What follows belongs to an exercise in optimizing a design on an open flow for small area; a production flow would make more cautious choices.
Where RTL was checked, it was by simulation tests only, not by an equivalence proof against the original.

==> violet: inputs <==
==> flow/design.v <==
module EF
#(
    parameter TAP_N     = 17,
    parameter DI_IL_W   = 2,
    parameter DI_FL_W   = 5,
    parameter DI_W      = DI_IL_W + DI_FL_W + 1,
    parameter C_IL_W    = 2,
    parameter C_FL_W    = 5,
    parameter C_W       = C_IL_W + C_FL_W + 1,
    parameter DO_IL_W   = 2,
    parameter DO_FL_W   = 5,
    parameter DO_W      = DO_IL_W + DO_FL_W + 1
)
(
    input  wire                    clk,
    input  wire                    rst_n,
    input  wire                    valid_i,
    input  wire signed [DI_W-1:0]  data_i,
    input  wire [TAP_N*C_W-1:0]    coeff_i,
    output reg                     valid_o,
    output reg  signed [DO_W-1:0]  data_o
);
reg [7:0] ring [0:15];    
reg [7:0] xn;             
reg [3:0] d;              
reg [3:0] cnt;            
reg       busy;           
reg       primed;         
reg signed [19:0] acc;
wire       last = busy & (cnt == 4'd15);
wire       ins  = busy & (d == 4'd0);
wire [7:0] head = primed ? ring[0] : 8'd0;
integer i;
always @(posedge clk) begin
    for (i = 0; i < 15; i = i + 1) ring[i] <= ring[i+1];
    ring[15] <= ins ? xn : head;
    if (valid_i) xn <= data_i;
end
always @(posedge clk or negedge rst_n) begin
    if (!rst_n) begin
        d       <= 4'd0;
        cnt     <= 4'd0;
        busy    <= 1'b0;
        primed  <= 1'b0;
        valid_o <= 1'b0;
    end else begin
        if (!last) d <= d + 4'd1;
        if (busy) cnt <= cnt + 4'd1;
        if (valid_i) busy <= 1'b1;
        else if (last) busy <= 1'b0;
        if (last) primed <= 1'b1;
        valid_o <= last;
    end
end
wire [3:0]        ci  = ~d;             
wire [127:0]      chi = coeff_i[135:8];
wire signed [7:0] cr  = chi[8*ci +: 8];
wire signed [7:0] ma  = valid_i ? data_i : head;
wire signed [7:0] mb  = valid_i ? coeff_i[7:0] : (busy ? cr : 8'd0);
wire signed [15:0] prod = ma * mb;
always @(posedge clk)
    acc <= (valid_i ? 20'sd16 : acc) + prod;
always @(*) begin
    if (!acc[19] && acc[18:12] != 7'h00)      data_o = 8'h7f;
    else if (acc[19] && acc[18:12] != 7'h7f)  data_o = 8'h80;
    else                                      data_o = acc[12:5];
end
endmodule
==> flow/run.sh <==
#!/bin/bash
# synth_recipe.tcl (not shown) runs the flow's synth.tcl, then flattens the netlist and writes it again
# the make line also repeats each setting of config.mk as NAME=value (left out here)
make -C /OpenROAD-flow-scripts/flow DESIGN_CONFIG=/design/flow/config.mk WORK_HOME=/design/flow/orfs CLKGATE_MAP_FILE= SYNTH_SCRIPT=/design/flow/synth_recipe.tcl finish
==> flow/config.mk <==
export PLATFORM = sky130hd
export DESIGN_NAME = EF
export DESIGN_NICKNAME = EF
export VERILOG_FILES = /design/flow/design.v
export SDC_FILE = /design/flow/constraint.sdc
export NUM_CORES = 4
export LEC_CHECK = 0
export CAP_MARGIN = 20
export CORE_MARGIN = 2
export CORE_UTILIZATION = 40
export SLEW_MARGIN = 20
==> flow/constraint.sdc <==
create_clock -name core_clock -period 5.0 [get_ports {clk}]
set_input_delay 1.0000 -clock core_clock [delete_from_list [all_inputs] [get_ports {clk}]]
set_output_delay 1.0000 -clock core_clock [all_outputs]
set_load 0.01 [all_outputs]
==> cedar (differences from violet) <==
==> flow/design.v, changed modules only <==
module EF
#(
    parameter TAP_N     = 17,  
    parameter DI_IL_W   = 2,  
    parameter DI_FL_W   = 5,  
    parameter DI_W      = DI_IL_W + DI_FL_W + 1,
    parameter C_IL_W    = 2,  
    parameter C_FL_W    = 5,  
    parameter C_W       = C_IL_W + C_FL_W + 1,
    parameter DO_IL_W   = 2,  
    parameter DO_FL_W   = 5,  
    parameter DO_W      = DO_IL_W + DO_FL_W + 1
)
(
    input  wire                 clk, 
    input  wire                 rst_n,
    input  wire                 valid_i,
    input  wire signed [DI_W-1:0]      data_i,
    input  wire  [TAP_N*C_W-1:0] coeff_i,
    output reg                  valid_o,  
    output reg  signed [DO_W-1:0]      data_o    
);
reg [4:0] cnt;
reg signed [7:0] buffer [16:0];
reg signed [19:0] result; 
wire signed [19:0] round;
reg signed [15:0] mut; 
reg signed [7:0] num_i; 
reg signed [7:0] num_c; 
assign round = (20'h00010 & result) + result;
always@(posedge clk or negedge rst_n) 
begin
	if(!rst_n) cnt <= 0;
	else if(cnt == 19) cnt <= 0;
	else if(cnt == 0 && valid_i == 1) cnt <= cnt + 1;
	else if(cnt == 0 && valid_i == 0) cnt <= cnt;
	else cnt <= cnt + 1;
end
always@(posedge clk or negedge rst_n) 
begin
	if(!rst_n)
	begin
	buffer[0] <= 0;
	buffer[1] <= 0;
	buffer[2] <= 0;
	buffer[3] <= 0;
	buffer[4] <= 0;
	buffer[5] <= 0;
	buffer[6] <= 0;
	buffer[7] <= 0;
	buffer[8] <= 0;
	buffer[9] <= 0;
	buffer[10] <= 0;
	buffer[11] <= 0;
	buffer[12] <= 0;
	buffer[13] <= 0;
	buffer[14] <= 0;
	buffer[15] <= 0;
	buffer[16] <= 0;
	end
	else if(cnt == 0 && valid_i == 1) 
			begin
				buffer[0] <= data_i;
				buffer[1] <= buffer[0];
				buffer[2] <= buffer[1];
				buffer[3] <= buffer[2];
				buffer[4] <= buffer[3];
				buffer[5] <= buffer[4];
				buffer[6] <= buffer[5];
				buffer[7] <= buffer[6];
				buffer[8] <= buffer[7];
				buffer[9] <= buffer[8];
				buffer[10] <= buffer[9];
				buffer[11] <= buffer[10];
				buffer[12] <= buffer[11];
				buffer[13] <= buffer[12];
				buffer[14] <= buffer[13];
				buffer[15] <= buffer[14];
				buffer[16] <= buffer[15];
			end
	else begin
		buffer[0] <= buffer[0];
		buffer[1] <= buffer[1];
		buffer[2] <= buffer[2];
		buffer[3] <= buffer[3];
		buffer[4] <= buffer[4];
		buffer[5] <= buffer[5];
		buffer[6] <= buffer[6];
		buffer[7] <= buffer[7];
		buffer[8] <= buffer[8];
		buffer[9] <= buffer[9];
		buffer[10] <= buffer[10];
		buffer[11] <= buffer[11];
		buffer[12] <= buffer[12];
		buffer[13] <= buffer[13];
		buffer[14] <= buffer[14];
		buffer[15] <= buffer[15];
		buffer[16] <= buffer[16];
	end
end
always@(posedge clk or negedge rst_n) 
begin
	if(!rst_n) result <= 0;
	else if(cnt == 2) result <= mut;
	else if(cnt >= 3 && cnt <= 18)
		begin
			result <= result + mut;
		end
 	else result <= result;
end
always@(posedge clk or negedge rst_n) 
begin
	if(!rst_n) valid_o <= 0;
	else if(cnt == 19) valid_o <= 1;
	else valid_o <= 0;
end
always@(posedge clk or negedge rst_n) 
begin
	if(!rst_n) data_o <= 0;
	else if(cnt == 19) 
		begin
			if(round[19] == 1) begin  
				if(round[18:12] == 7'b111_1111) 
				begin
					data_o[6:0] <= round[11:5]; 
					data_o[7] <= 1;
				end
				else begin 
					data_o <= 8'b1000_0000;
				end
			end
			else if(round[19] == 0) begin  
				if(round[18:12] == 7'b000_0000) 
				begin
					data_o[6:0] <= round[11:5]; 
					data_o[7] <= 0;
				end
				else begin 
					data_o <= 8'b0111_1111;
				end
			end
		end
	else data_o <= data_o;
end
always@(posedge clk or negedge rst_n) 
begin
	if(!rst_n) mut <= 0;
    else if(cnt >= 1 && cnt <= 17) mut <=  num_i * num_c;
    else mut <= 0;
end
always@(posedge clk or negedge rst_n) 
begin
	if(!rst_n) num_i <= 0;
	else if(cnt == 0 && valid_i == 1) num_i <= data_i;
	else if(cnt >= 1 && cnt <= 16) num_i <= buffer[cnt];
	else num_i <= 0;
end
always@(posedge clk or negedge rst_n) 
begin
	if(!rst_n) num_c <= 0;
	else if(cnt == 0 && valid_i == 1) num_c <= $signed(coeff_i[C_W*cnt+:C_W]);
	else if(cnt >= 1 && cnt <= 16) num_c <= $signed(coeff_i[C_W*cnt+:C_W]);
	else num_c <= 0;
end
endmodule
==> flow_metrics.tcl <==
set metrics [dict create \
    status "finished clean" \
    grt_usage_pct 22.0 \
    num-nonclk-inverters 104 \
    cp_cell_sequence "and2_1, fa_1, inv_1, fa_1, inv_1, fa_1, inv_1, fa_1, inv_1, ha_1, a21oi_1, o21bai_1, a2111oi_1, nor2_1, xor2_1, and2_1" \
    synth_commonest_cells "528 x nand2_1, 202 x dfrtp_1, 103 x inv_1, 56 x fa_1, 56 x nor2_1" \
    postCtsSetupRepairBufs 0 \
    clock.fmax_ghz 0.215 \
]
(the above is from cedar)
==> flow_metrics.tcl <==
set metrics [dict create \
    status "complete, but fails checks" \
    setup_slack_ps -980 \
    setup_viol 13 \
    check-failures "setup timing" \
    synth_commonest_cells "148 x dfxtp_1, 89 x fa_1, 79 x inv_1, 51 x nor2_1" \
]
(the above is from violet)
Function not checked in violet: the RTL went through the layout flow alone.

========
==> inputs of yarrow <==
EF, a different RTL version from the one above (not shown whole).
make LEC_CHECK=0 CAP_MARGIN=20 CORE_MARGIN=2 CORE_UTILIZATION=40 SLEW_MARGIN=20 finish   # period 5.0 ns
run.sh (not shown) runs the stock make flow with config.mk's settings and CLKGATE_MAP_FILE= SYNTH_SCRIPT=/design/flow/synth_recipe.tcl, a recipe that flattens the netlist after the stock synthesis.
==> ember: changes against yarrow <==
==> flow/flow/run.sh (new file) <==
#!/bin/bash
# The standard layout, with plain buf_1 cells as the port buffers.
set -euo pipefail
bash standard.sh BUFFER_PORTS_ARGS="-buffer_cell sky130_fd_sc_hd__buf_1" finish > make_finish.log 2>&1
==> flow/standard.sh (new file) <==
#!/bin/bash
# synth_recipe.tcl (not shown) runs the flow's synth.tcl, then flattens the netlist and writes it again
# the make line also repeats each setting of config.mk as NAME=value (left out here)
make -C /OpenROAD-flow-scripts/flow DESIGN_CONFIG=/design/flow/config.mk WORK_HOME=/design/flow/orfs CLKGATE_MAP_FILE= SYNTH_SCRIPT=/design/flow/synth_recipe.tcl "${@:-finish}"
--- a/flow/config.mk
+++ b/flow/config.mk
@@ -10,2 +10,3 @@
 export CORE_UTILIZATION = 40
+export CTS_BUF_LIST = sky130_fd_sc_hd__clkbuf_4 sky130_fd_sc_hd__clkbuf_8
 export SLEW_MARGIN = 20
removed: flow/run.sh
==> comparison <==
- Against yarrow, the design area of ember is lower by 10%.
- Of ember and yarrow, ember has the higher via count (gap 0.25%, measured against yarrow).
- Between yarrow and ember, the lower first-iteration DRC count is in yarrow (gap about 16%, measured against ember).
- Utilization: yarrow is higher than ember (5.5 points).
- Worst setup slack: yarrow is lower than ember (0.011 ns).
- In yarrow the global-route usage is higher than in ember, by 1.2 points.
- Of yarrow and ember, ember has the higher sequential share of layout area (gap 4.0 points).
- Of ember and yarrow, ember has the higher fmax (gap about 0.23%, measured against yarrow).
==> figures <==
| item | ember | yarrow |
|---|---|---|
| Worst reg-to-reg setup slack | 0.17 ns | 0.16 ns |
| Worst Clk Skew | 0.0131 ns | 0.0108 ns |
| Fraction of standard cell area that is sequential | 39.6% | 35.6% |
| Ratio of layout area to synthesized area | 1.207x | 1.342x |
| GR Layer Usage met3 | 3.97% | 4.61% |
| Global-route track usage on met1 | 19.7% | 19.8% |
| Per-cell via count in the routed design | 4.74 | 4.75 |
| Crit Path Max Fanout | 4 | 9 |
| Count of placed standard cells including taps | 1057 | 1055 |
| Metal1 wirelength | 6.75 mm | 6.77 mm |
| Via count of the first global-routing pass | 5441 | 5837 |
| Run status | finished clean | finished clean |
| Routability-driven placement congestion ratio | 0.801 | 0.855 |
| Number of filler instances in the final layout | 1770 | 1612 |
| Min Tclk post-route | 4.83 ns | 4.84 ns |
| Vias | 5202 | 5189 |
| Net total in the final layout | 1077 | 1072 |
| Routed length on met2 | 7.80 mm | 8.67 mm |

========
==> inputs of branch lagoon <==
EF, a different RTL version from the one above (not shown whole).
==> flow/config.mk <==
export PLATFORM = sky130hd
export DESIGN_NAME = EF
export DESIGN_NICKNAME = EF
export VERILOG_FILES = /design/flow/design.v
export SDC_FILE = /design/flow/constraint.sdc
export NUM_CORES = 4
export LEC_CHECK = 0
export CAP_MARGIN = 20
export CORE_MARGIN = 2
export CORE_UTILIZATION = 65
export CTS_BUF_LIST = sky130_fd_sc_hd__clkbuf_4 sky130_fd_sc_hd__clkbuf_8
export SLEW_MARGIN = 20
export SYNTH_HIERARCHICAL = 1
export SYNTH_MINIMUM_KEEP_SIZE = 0
==> flow/constraint.sdc <==
create_clock -name core_clock -period 5.0 [get_ports {clk}]
set_input_delay 1.0000 -clock core_clock [delete_from_list [all_inputs] [get_ports {clk}]]
set_output_delay 1.0000 -clock core_clock [all_outputs]
set_load 0.01 [all_outputs]
standard.sh (not shown) runs the stock make flow with config.mk's settings and CLKGATE_MAP_FILE= SYNTH_SCRIPT=/design/flow/synth_recipe.tcl, a recipe that flattens the netlist after the stock synthesis.
==> flow/flow/run.sh <==
#!/bin/bash
# The standard layout, with plain buf_1 cells as the port buffers.
set -euo pipefail
bash standard.sh BUFFER_PORTS_ARGS="-buffer_cell sky130_fd_sc_hd__buf_1" finish > make_finish.log 2>&1
==> branch garnet: changes against branch lagoon <==
Settings changed: CORE_UTILIZATION 65 to 40.
==> summary of the runs <==
- Of branch lagoon and branch garnet, branch garnet has the higher cell count (gap about 9%, measured against branch garnet).
- Between branch garnet and branch lagoon, the lower count of clock-buffer cells in the layout is in branch garnet (gap 2).
- Between branch lagoon and branch garnet, the lower non-clock buffer count is in branch lagoon (gap 1).
- In sequential cell count, branch lagoon and branch garnet do not differ.
No functional check of the RTL was part of any run of this note.

==> what the ideal ports hide <==
How much do the figures lean on ideal ports? The routed layouts below were timed once more, with nothing changed but the port constraints. Step 1: set_driving_cell puts a clkbuf_16 on clk and a buf_2 on each other input, an assumption about the parent block. Step 2, shift: input delay + t, output delay - t, t = (earliest + latest rising clock arrival at the registers) / 2. This alone moves slack from input paths to output paths. Slacks: ideal ports / drivers / drivers and shift; pairs: ideal ports / drivers.
| run | t (ns) | setup WS [ns] | cell pins on the clock port's net |
|---|---|---|---|
| violet | 0.460 | -0.980 / -0.968 / -1.428 | 1 |
| cedar | 0.577 | 0.358 / 0.358 / 0.358 | 1 |
| yarrow | 0.458 | 0.157 / 0.157 / 0.157 | 1 |
| ember | 0.478 | 0.168 / 0.168 / 0.168 | 1 |
| branch lagoon | 0.482 | 0.304 / 0.304 / 0.304 | 1 |
| branch garnet | 0.481 | 0.355 / 0.355 / 0.355 | 1 |
For violet, which loses most, drivers alone change the setup slack by +0.012 ns; drivers and shift together by -0.448 ns.
